This is an optimization exercise on Yosys and OpenROAD, whose aim is small area, not a production implementation.
In this exercise RTL edits were held to simulation tests only and were not proved equivalent to the original.
The flow treats the clock pin as an ideal source. Dropping or thinning the clock tree relies on that and would not hold on a real chip.

==> inputs of build 33 <==
Design converter_top, start of the top module:
module converter_top(clk, rst, button0, button1, button2, button3, switch, LED, NUM, display, beep);
export LEC_CHECK = 0
export CAP_MARGIN = 20
export CORE_MARGIN = 2
export CORE_UTILIZATION = 75
export PLACE_DENSITY = 0.85
export SLEW_MARGIN = 20
create_clock -name core_clock -period 20.0 [get_ports {clk}]
standard.sh (not shown) runs the stock make flow with config.mk's settings and CLKGATE_MAP_FILE= SYNTH_SCRIPT=/design/flow/synth_recipe.tcl, a recipe that flattens the netlist after the stock synthesis.
==> flow/flow/run.sh <==
#!/bin/bash
# Layout flow: the standard synthesis, then an area re-mapping of the
# combinational logic (registers untouched), then the standard ORFS steps
# with small port buffers and a small clock tree.
set -euo pipefail
W=$(pwd)
R=$W/orfs/results/$FLOW_PLATFORM/converter_top/base
LIB=$FLOW_HOME/platforms/$FLOW_PLATFORM/lib/sky130_fd_sc_hd__tt_025C_1v80.lib

# 1. standard synthesis (yosys only)
bash standard.sh $R/1_2_yosys.v > $W/log_synth.txt 2>&1
cp $R/1_2_yosys.v $W/synth_standard.v

# 2. re-map the combinational logic for area with several deepsyn seeds and
#    keep the smallest result; registers keep their names and cells
mkdir -p $W/remap
run_seed() {
  local s=$1
  sed -e "s|@SEED@|$s|" $W/flow/remap.abc > $W/remap/s$s.abc
  sed -e "s|@LIB@|$LIB|g; s|@IN@|$W/synth_standard.v|; s|@TOP@|$FLOW_TOP|g; s|@SCRIPT@|$W/remap/s$s.abc|; s|@STAT@|$W/remap/stat$s.txt|; s|@OUT@|$W/remap/out$s.v|" \
      $W/flow/remap.ys > $W/remap/r$s.ys
  yosys -l $W/remap/log$s.txt -s $W/remap/r$s.ys > /dev/null 2>&1 || true
}
for batch in "1 2 3 4" "5 6 7 8" "9 10 11 12" "13 14 15 16" "17 18 19 20" "21 22 23 24" \
             "25 26 27 28" "29 30 31 32" "33 34 35 36" "37 38 39 40" "41 42 43 44" "45 46 47 48"; do
  for s in $batch; do run_seed $s & done
  wait
done
best=""; best_area=""
for s in $(seq 1 48); do
  [ -f $W/remap/stat$s.txt ] && [ -f $W/remap/out$s.v ] || continue
  a=$(grep "Chip area" $W/remap/stat$s.txt | awk '{print $NF}')
  echo "seed $s area $a" >> $W/remap/summary.txt
  if [ -z "$best" ] || awk "BEGIN{exit !($a < $best_area)}"; then best=$s; best_area=$a; fi
done
echo "best seed $best area $best_area" >> $W/remap/summary.txt
cp $W/remap/out$best.v $W/synth_remapped.v
cp $W/synth_remapped.v $R/1_2_yosys.v
touch $R/1_2_yosys.v $R/1_2_yosys.sdc

# 3. the rest of the standard flow
export BUFFER_PORTS_ARGS="-buffer_cell sky130_fd_sc_hd__buf_1"
if [ -f $W/flow/cts_args.txt ]; then export CTS_ARGS="$(cat $W/flow/cts_args.txt)"; fi
if [ -f $W/flow/post_cts.tcl ]; then export POST_CTS_TCL=$W/flow/post_cts.tcl; fi
bash standard.sh > $W/log_layout.txt 2>&1
Other scripts of this flow, unchanged in this note and not shown: flow/flow/cts_args.txt, flow/flow/post_cts.tcl, flow/flow/remap.abc, flow/flow/remap.ys
==> trial 48: changes against build 33 <==
--- a/flow/flow/run.sh
+++ b/flow/flow/run.sh
@@ -23,4 +23,3 @@
 }
-for batch in "1 2 3 4" "5 6 7 8" "9 10 11 12" "13 14 15 16" "17 18 19 20" "21 22 23 24" \
-             "25 26 27 28" "29 30 31 32" "33 34 35 36" "37 38 39 40" "41 42 43 44" "45 46 47 48"; do
+for batch in "1 2 3 4" "5 6 7 8"; do
   for s in $batch; do run_seed $s & done
@@ -29,3 +28,3 @@
 best=""; best_area=""
-for s in $(seq 1 48); do
+for s in 1 2 3 4 5 6 7 8; do
   [ -f $W/remap/stat$s.txt ] && [ -f $W/remap/out$s.v ] || continue
==> build 97: changes against build 33 <==
--- a/flow/flow/run.sh
+++ b/flow/flow/run.sh
@@ -23,4 +23,3 @@
 }
-for batch in "1 2 3 4" "5 6 7 8" "9 10 11 12" "13 14 15 16" "17 18 19 20" "21 22 23 24" \
-             "25 26 27 28" "29 30 31 32" "33 34 35 36" "37 38 39 40" "41 42 43 44" "45 46 47 48"; do
+for batch in "1 2 3 4" "5 6 7 8" "9 10 11 12" "13 14 15 16" "17 18 19 20" "21 22 23 24"; do
   for s in $batch; do run_seed $s & done
@@ -29,3 +28,3 @@
 best=""; best_area=""
-for s in $(seq 1 48); do
+for s in $(seq 1 24); do
   [ -f $W/remap/stat$s.txt ] && [ -f $W/remap/out$s.v ] || continue
==> flow_metrics.py <==
metrics = {
    "run_status": {
        "outcome": "finished clean",
    },
    "placed_design": {
        "dp.cells": 447,
    },
    "routing": {
        "wl_per_cell_um": 15.0,
        "m1WireLength_mm": 2.76,
    },
    "worst_setup_path": {
        "critPathRequiredTime_ns": 16.00,
    },
    "cells_and_area": {
        "num-multi-input-gates": 268,
        "final_cells": 451,
    },
    "floorplan": {
        "die_w_um": 61.5,
        "die_h_um": 61.5,
    },
}
That was build 97.
==> flow_metrics.py <==
metrics = {
    "floorplan": {
        "die_h_um": 61.4,
    },
    "run_status": {
        "outcome": "finished clean",
    },
    "placed_design": {
        "dp.cells": 449,
    },
    "cells_and_area": {
        "final_cells": 453,
    },
    "routing": {
        "wl_per_cell_um": 15.2,
    },
}
That was build 33.
==> flow_metrics.py <==
metrics = {
    "worst_setup_path": {
        "setup.worst_path.start": "switch[6]",
        "critPathRequiredTime_ns": 16.00,
    },
    "placed_design": {
        "dp.cells": 449,
    },
    "floorplan": {
        "die_w_um": 61.7,
        "die_h_um": 61.7,
    },
    "cells_and_area": {
        "num-multi-input-gates": 287,
        "final_cells": 453,
        "multi_input_area_share": 0.559,
    },
    "routing": {
        "m1WireLength_mm": 2.63,
    },
    "run_status": {
        "outcome": "finished clean",
    },
}
That was trial 48.

-- port drivers added, routing unchanged --
The results above use ideal ports. As a check the final layouts listed here were re-extracted and re-timed, cells and wires unchanged.
Step 1 assumes that a clkbuf_16 drives the clock port and a buf_2 every other input.
Step 2 moves the port delays by t, midway between the first and last clock arrival at a register: inputs arrive t later, outputs are due t later. That takes back most of the time a late clock gives input paths.
a / b / c = no drivers / after step 1 / after step 2; a / b = the first two.
run	t (ns)	setup slack, ns	worst data-port slew with drivers (ns)
build 33	0.200	11.257 / 11.284 / 11.084	0.03
trial 48	0.193	11.398 / 11.375 / 11.375	0.05
build 97	0.199	11.436 / 11.414 / 11.320	0.03
After both steps every run listed still meets setup and hold. For build 33, which loses most, drivers alone change the setup slack by +0.027 ns; drivers and shift together by -0.173 ns.
